Context: an optimization exercise on an open-source flow, tuned for small area and a short achievable clock period. The choices shown serve that exercise and are no tape-out recipe. Where RTL was checked, it was by simulation tests only, not by an equivalence proof against the original. Power and IR drop assume default switching activity.

Setup of before:
// Median_Filter
module Median_Filter#
  (parameter row = 554, col = 430)
  (input            clk,
  input signed[31:0]pixel,
  input       [7:0] data_in_0, data_in_1, data_in_2,
  input       [7:0] data_in_3, data_in_4, data_in_5,
  input       [7:0] data_in_6, data_in_7, data_in_8,
  output            done,
  output reg  [7:0]data_filtered);
  function gt8;
    input [7:0] a, b;
    integer i;
    begin
      gt8 = 1'b0;
      for (i = 0; i < 8; i = i + 1)
        gt8 = (a[i] & ~b[i]) | ((a[i] | ~b[i]) & gt8);
    end
  endfunction
  wire [17:0] p  = pixel[17:0];
  wire [16:0] q  = pixel[17:1];
  wire        p0 = pixel[0];
  wire p_lt_n;
  assign p_lt_n = (~p[17] | (~p[16] | (~p[15] | (~p[14] & (~p[13] | (~p[12] & (~p[11] & (~p[10] & (~p[9] | (~p[8] & (~p[7] | (~p[6] & (~p[5] & (~p[4] & (~p[3] | ~p[2])))))))))))))));
  wire p_lt_r;
  assign p_lt_r = (~p[17] & (~p[16] & (~p[15] & (~p[14] & (~p[13] & (~p[12] & (~p[11] & (~p[10] & (~p[9] | (~p[8] & (~p[7] & (~p[6] & (~p[5] | (~p[4] & (~p[3] | (~p[2] & ~p[1]))))))))))))))));
  wire p_lt_last;
  assign p_lt_last = (~p[17] | (~p[16] | (~p[15] | (~p[14] & (~p[13] | (~p[12] & (~p[11] & (~p[10] & (~p[9] & (~p[8] & (~p[7] & (~p[6] | (~p[5] | (~p[4] & (~p[3] & (~p[2] & ~p[1]))))))))))))))));
  wire hi_zero = ~|pixel[31:18];
  wire in_img  = hi_zero & p_lt_n;
  wire p_ge_n = p[17] & p[16] & p[15] &
                (p[14] | p[13] & (p[12] | p[11] | p[10] |
                                  p[9] & (p[8] | p[7] & (p[6] | p[5] | p[4] | p[3] & p[2]))));
  ...
Size: about 8 flip-flops.
clock: 32.0 ns
lec_check: 0
cap_margin: 20
core_margin: 2
core_utilization: 40
cts_buf_list: sky130_fd_sc_hd__clkbuf_2
slew_margin: 20
standard.sh (not shown) runs the stock make flow with config.mk's settings and CLKGATE_MAP_FILE= SYNTH_SCRIPT=/design/flow/synth_recipe.tcl, a recipe that flattens the netlist after the stock synthesis.
==> flow/flow/run.sh <==
#!/bin/bash
# Own layout flow: the standard ORFS flow with these changes:
#  2. ports are buffered with sky130_fd_sc_hd__buf_1.
# Each tool's output goes to a log file in the work folder.
set -euo pipefail
W=$(pwd)
export MF_FLOW="$W/flow"
export BUFFER_PORTS_ARGS="-buffer_cell sky130_fd_sc_hd__buf_1"
make -C "$FLOW_HOME" DESIGN_CONFIG="$W/config.mk" WORK_HOME="$W/orfs" CLKGATE_MAP_FILE= \
  SYNTH_SCRIPT="$W/flow/synth.tcl" synth > "$W/synth.log" 2>&1
bash "$W/standard.sh" > "$W/layout.log" 2>&1
test -f "$W/out/final.def"
==> flow/flow/area.abc <==
strash
dc2
dch -f
map -a
strash
dch -f
map -a
topo
==> flow/flow/cells_map.v <==
// Hand mapping of the design's leaf modules onto library cells.
module mf_aoi222 (input a1, a2, b1, b2, c1, c2, output y);
  sky130_fd_sc_hd__a222oi_1 _TECHMAP_REPLACE_ (.A1(a1), .A2(a2), .B1(b1), .B2(b2), .C1(c1), .C2(c2), .Y(y));
endmodule
module mf_fa (input a, b, c, output s, co);
  sky130_fd_sc_hd__fa_1 _TECHMAP_REPLACE_ (.A(a), .B(b), .CIN(c), .SUM(s), .COUT(co));
endmodule
module mf_ha (input a, b, output s, co);
  sky130_fd_sc_hd__ha_1 _TECHMAP_REPLACE_ (.A(a), .B(b), .SUM(s), .COUT(co));
endmodule
module mf_maj (input a, b, c, output y);
  sky130_fd_sc_hd__maj3_1 _TECHMAP_REPLACE_ (.A(a), .B(b), .C(c), .X(y));
endmodule
==> flow/flow/synth.tcl <==
proc synth {args} { yosys synth -nofsm -noshare {*}$args }
# As synth_recipe.tcl, except:
#  - after the first hierarchy pass, the design's leaf modules listed in
#    flow/cells_map.v are mapped onto the library cells given there;
#  - the logic cone of the output `done` is mapped with ORFS's speed script,
#    the rest with the area-oriented script flow/area.abc.
set ::mf_mapped 0
proc hierarchy {args} {
  yosys hierarchy {*}$args
  if { !$::mf_mapped } {
    set ::mf_mapped 1
    yosys techmap -map $::env(MF_FLOW)/cells_map.v
    yosys hierarchy {*}$args
  }
}
proc abc {args} {
  set i [lsearch -exact $args -script]
  set speed [lreplace $args [expr {$i + 1}] [expr {$i + 1}] $::env(SCRIPTS_DIR)/abc_speed.script]
  set area [lreplace $args [expr {$i + 1}] [expr {$i + 1}] $::env(MF_FLOW)/area.abc]
  yosys select -set mf_done_cone w:done %ci*
  yosys abc {*}$speed @mf_done_cone
  yosys abc {*}$area
}
source $::env(SCRIPTS_DIR)/synth.tcl
# left out here: clear keep_hierarchy, flatten, clean up, hide names made inside functions, write 1_2_yosys.v
## Diff of input files: after against before
--- a/flow/design.v
+++ b/flow/design.v
@@ -19,26 +19,23 @@
   wire [17:0] p  = pixel[17:0];
   wire [16:0] q  = pixel[17:1];
   wire        p0 = pixel[0];
   wire p_lt_n;
   assign p_lt_n = (~p[17] | (~p[16] | (~p[15] | (~p[14] & (~p[13] | (~p[12] & (~p[11] & (~p[10] & (~p[9] | (~p[8] & (~p[7] | (~p[6] & (~p[5] & (~p[4] & (~p[3] | ~p[2])))))))))))))));
   wire p_lt_r;
   assign p_lt_r = (~p[17] & (~p[16] & (~p[15] & (~p[14] & (~p[13] & (~p[12] & (~p[11] & (~p[10] & (~p[9] | (~p[8] & (~p[7] & (~p[6] & (~p[5] | (~p[4] & (~p[3] | (~p[2] & ~p[1]))))))))))))))));
   wire p_lt_last;
   assign p_lt_last = (~p[17] | (~p[16] | (~p[15] | (~p[14] & (~p[13] | (~p[12] & (~p[11] & (~p[10] & (~p[9] & (~p[8] & (~p[7] & (~p[6] | (~p[5] | (~p[4] & (~p[3] & (~p[2] & ~p[1]))))))))))))))));
   wire hi_zero = ~|pixel[31:18];
   wire in_img  = hi_zero & p_lt_n;
-  wire p_ge_n = p[17] & p[16] & p[15] &
-                (p[14] | p[13] & (p[12] | p[11] | p[10] |
-                                  p[9] & (p[8] | p[7] & (p[6] | p[5] | p[4] | p[3] & p[2]))));
-  assign done  = ~pixel[31] & ((|pixel[30:18]) | p_ge_n);
+  assign done  = ~pixel[31] & ~in_img;
   wire col_edge = in_img & (p_lt_r | ~p_lt_last);
   wire [14:0] nq = ~q[14:0];
   wire rw1 = ~p0;
   wire rs2, rc2;
   mf_ha u_ha2 (.a(q[14]), .b(nq[12]), .s(rs2), .co(rc2));
   wire rs3, rc3;
   mf_ha u_ha3 (.a(q[15]), .b(nq[13]), .s(rs3), .co(rc3));
   wire rw4 = q[16] ^ nq[14];
   wire rs5, rc5;
   mf_ha u_ha5 (.a(q[9]), .b(nq[7]), .s(rs5), .co(rc5));
   wire rs6, rc6;
Results
Number of non-clock buffers in the layout in after vs before: down 1
Looking only at final estimated routing congestion in global placement, and setting everything else aside, the lower value of after and before goes to after.
Via count came out lower on after than on before.
before → after: detailed-routed wire length on met3 -130 um; utilization now sits lower; met3 usage in global routing now sits lower; placed cell count now smaller; fraction of layout cells with a size suffix above 1 fell by 0.37 points.
Share of the clock period used by the worst path for after is lower than for before.
For before, only the layout was checked, not whether the RTL still works.

========
Another version of the RTL of Median_Filter (not shown whole).
For scale: about 400 cells after synthesis, ~8 flip-flops, ~2900 um2 of cells after synthesis.
export LEC_CHECK = 0
export CAP_MARGIN = 20
export CORE_MARGIN = 2
export CORE_UTILIZATION = 40
export CTS_BUF_LIST = sky130_fd_sc_hd__clkbuf_2
export SLEW_MARGIN = 20
create_clock -name core_clock -period 32.0 [get_ports {clk}]
Scripts as last shown in full above: flow/flow/run.sh, flow/flow/area.abc
Other scripts of this flow, unchanged in this note and not shown: flow/flow/cells_map.v, flow/flow/synth.tcl
Rerun with:
--- a/flow/design.v
+++ b/flow/design.v
@@ -120,25 +120,25 @@
   mf_fa u_fa45 (.a(q[1]), .b(nq[13]), .c(nq[6]), .s(rs45), .co(rco45));
   wire rs46, rco46;
   mf_fa u_fa46 (.a(rco39), .b(rs44), .c(rco40), .s(rs46), .co(rco46));
   wire rs47, rco47;
   mf_fa u_fa47 (.a(rs45), .b(rco41), .c(rs46), .s(rs47), .co(rco47));
   wire rs48, rco48;
   mf_fa u_fa48 (.a(rco42), .b(rs47), .c(rco43), .s(rs48), .co(rco48));
   wire rt48 = q[16] ^ q[10] ^ q[5];
   wire rt49 = q[2] ^ nq[14] ^ nq[7];
   wire rt50 = rco44 ^ rt48 ^ rco45;
   wire rt51 = rt49 ^ rco46 ^ rt50;
   wire rt52 = rco47 ^ rt51 ^ rco48;
-  wire row_mult_ok = (rs23 ~^ ry20) & (rs26 ~^ rs23) & (rs30 ~^ rs26) & (rs34 ~^ rs30) & (rs38 ~^ rs34) & (rs43 ~^ rs38) & (rs48 ~^ rs43) & (rt52 ~^ rs48);
+  wire row_mult_ok = (ry20 & rs23 & rs26 & rs30 & rs34 & rs38 & rs43 & rs48 & rt52) | ~(ry20 | rs23 | rs26 | rs30 | rs34 | rs38 | rs43 | rs48 | rt52);
   wire row_edge = in_img & row_mult_ok;
   wire [7:0] m0n, m1n, m2n, res;
   mf_med3n u_m0 (.a(data_in_0), .b(data_in_1), .c(data_in_2), .force_b(col_edge), .yn(m0n));
   mf_med3n u_m1 (.a(data_in_3), .b(data_in_4), .c(data_in_5), .force_b(col_edge), .yn(m1n));
   mf_med3n u_m2 (.a(data_in_6), .b(data_in_7), .c(data_in_8), .force_b(col_edge), .yn(m2n));
   mf_med3n u_mf (.a(m0n), .b(m1n), .c(m2n), .force_b(row_edge), .yn(res));
   always @(posedge clk)
     data_filtered <= res;
 endmodule
 module mf_med3n
   (input  [7:0] a, b, c,
    input        force_b,
Cell area drops by 0.47%; total power decreases by 0.99%; synthesized cell count goes down by 3.5%; critical path depth stays the same; setup slack loses 3.5 ps; sequential share of layout area stays flat; non-clock buffer count does not change; global-route usage came out higher by 0.55 points; die area came out lower by 0.33%; count of clock-buffer cells in the layout is unchanged; via count stays flat; routed wire length climbs by 2.9%; sequential power stays flat.

[afterwards: timing with drivers on the ports]
The results above use ideal ports. As a check the final layouts listed here were re-extracted and re-timed, cells and wires unchanged.
Step 1, drivers: a clkbuf_16 drives clk and a buf_2 each remaining input, both assumed.
Step 2 also shifts input and output timing later by t, the mid clock arrival at the registers, as if the neighbouring blocks saw the same clock.
a / b / c = ideal ports / drivers / drivers and shift; a / b = the first two.
run	t (ns)	setup WS [ns]	worst setup path at the end
before	0.247	17.945 / 17.923 / 17.923	input to output
after	0.231	17.999 / 17.977 / 17.977	input to output
the first run of note 2	0.249	18.194 / 18.171 / 18.171	input to output
the second run of note 2	0.240	18.191 / 18.168 / 18.168	input to output
After both steps every run listed still meets setup and hold.
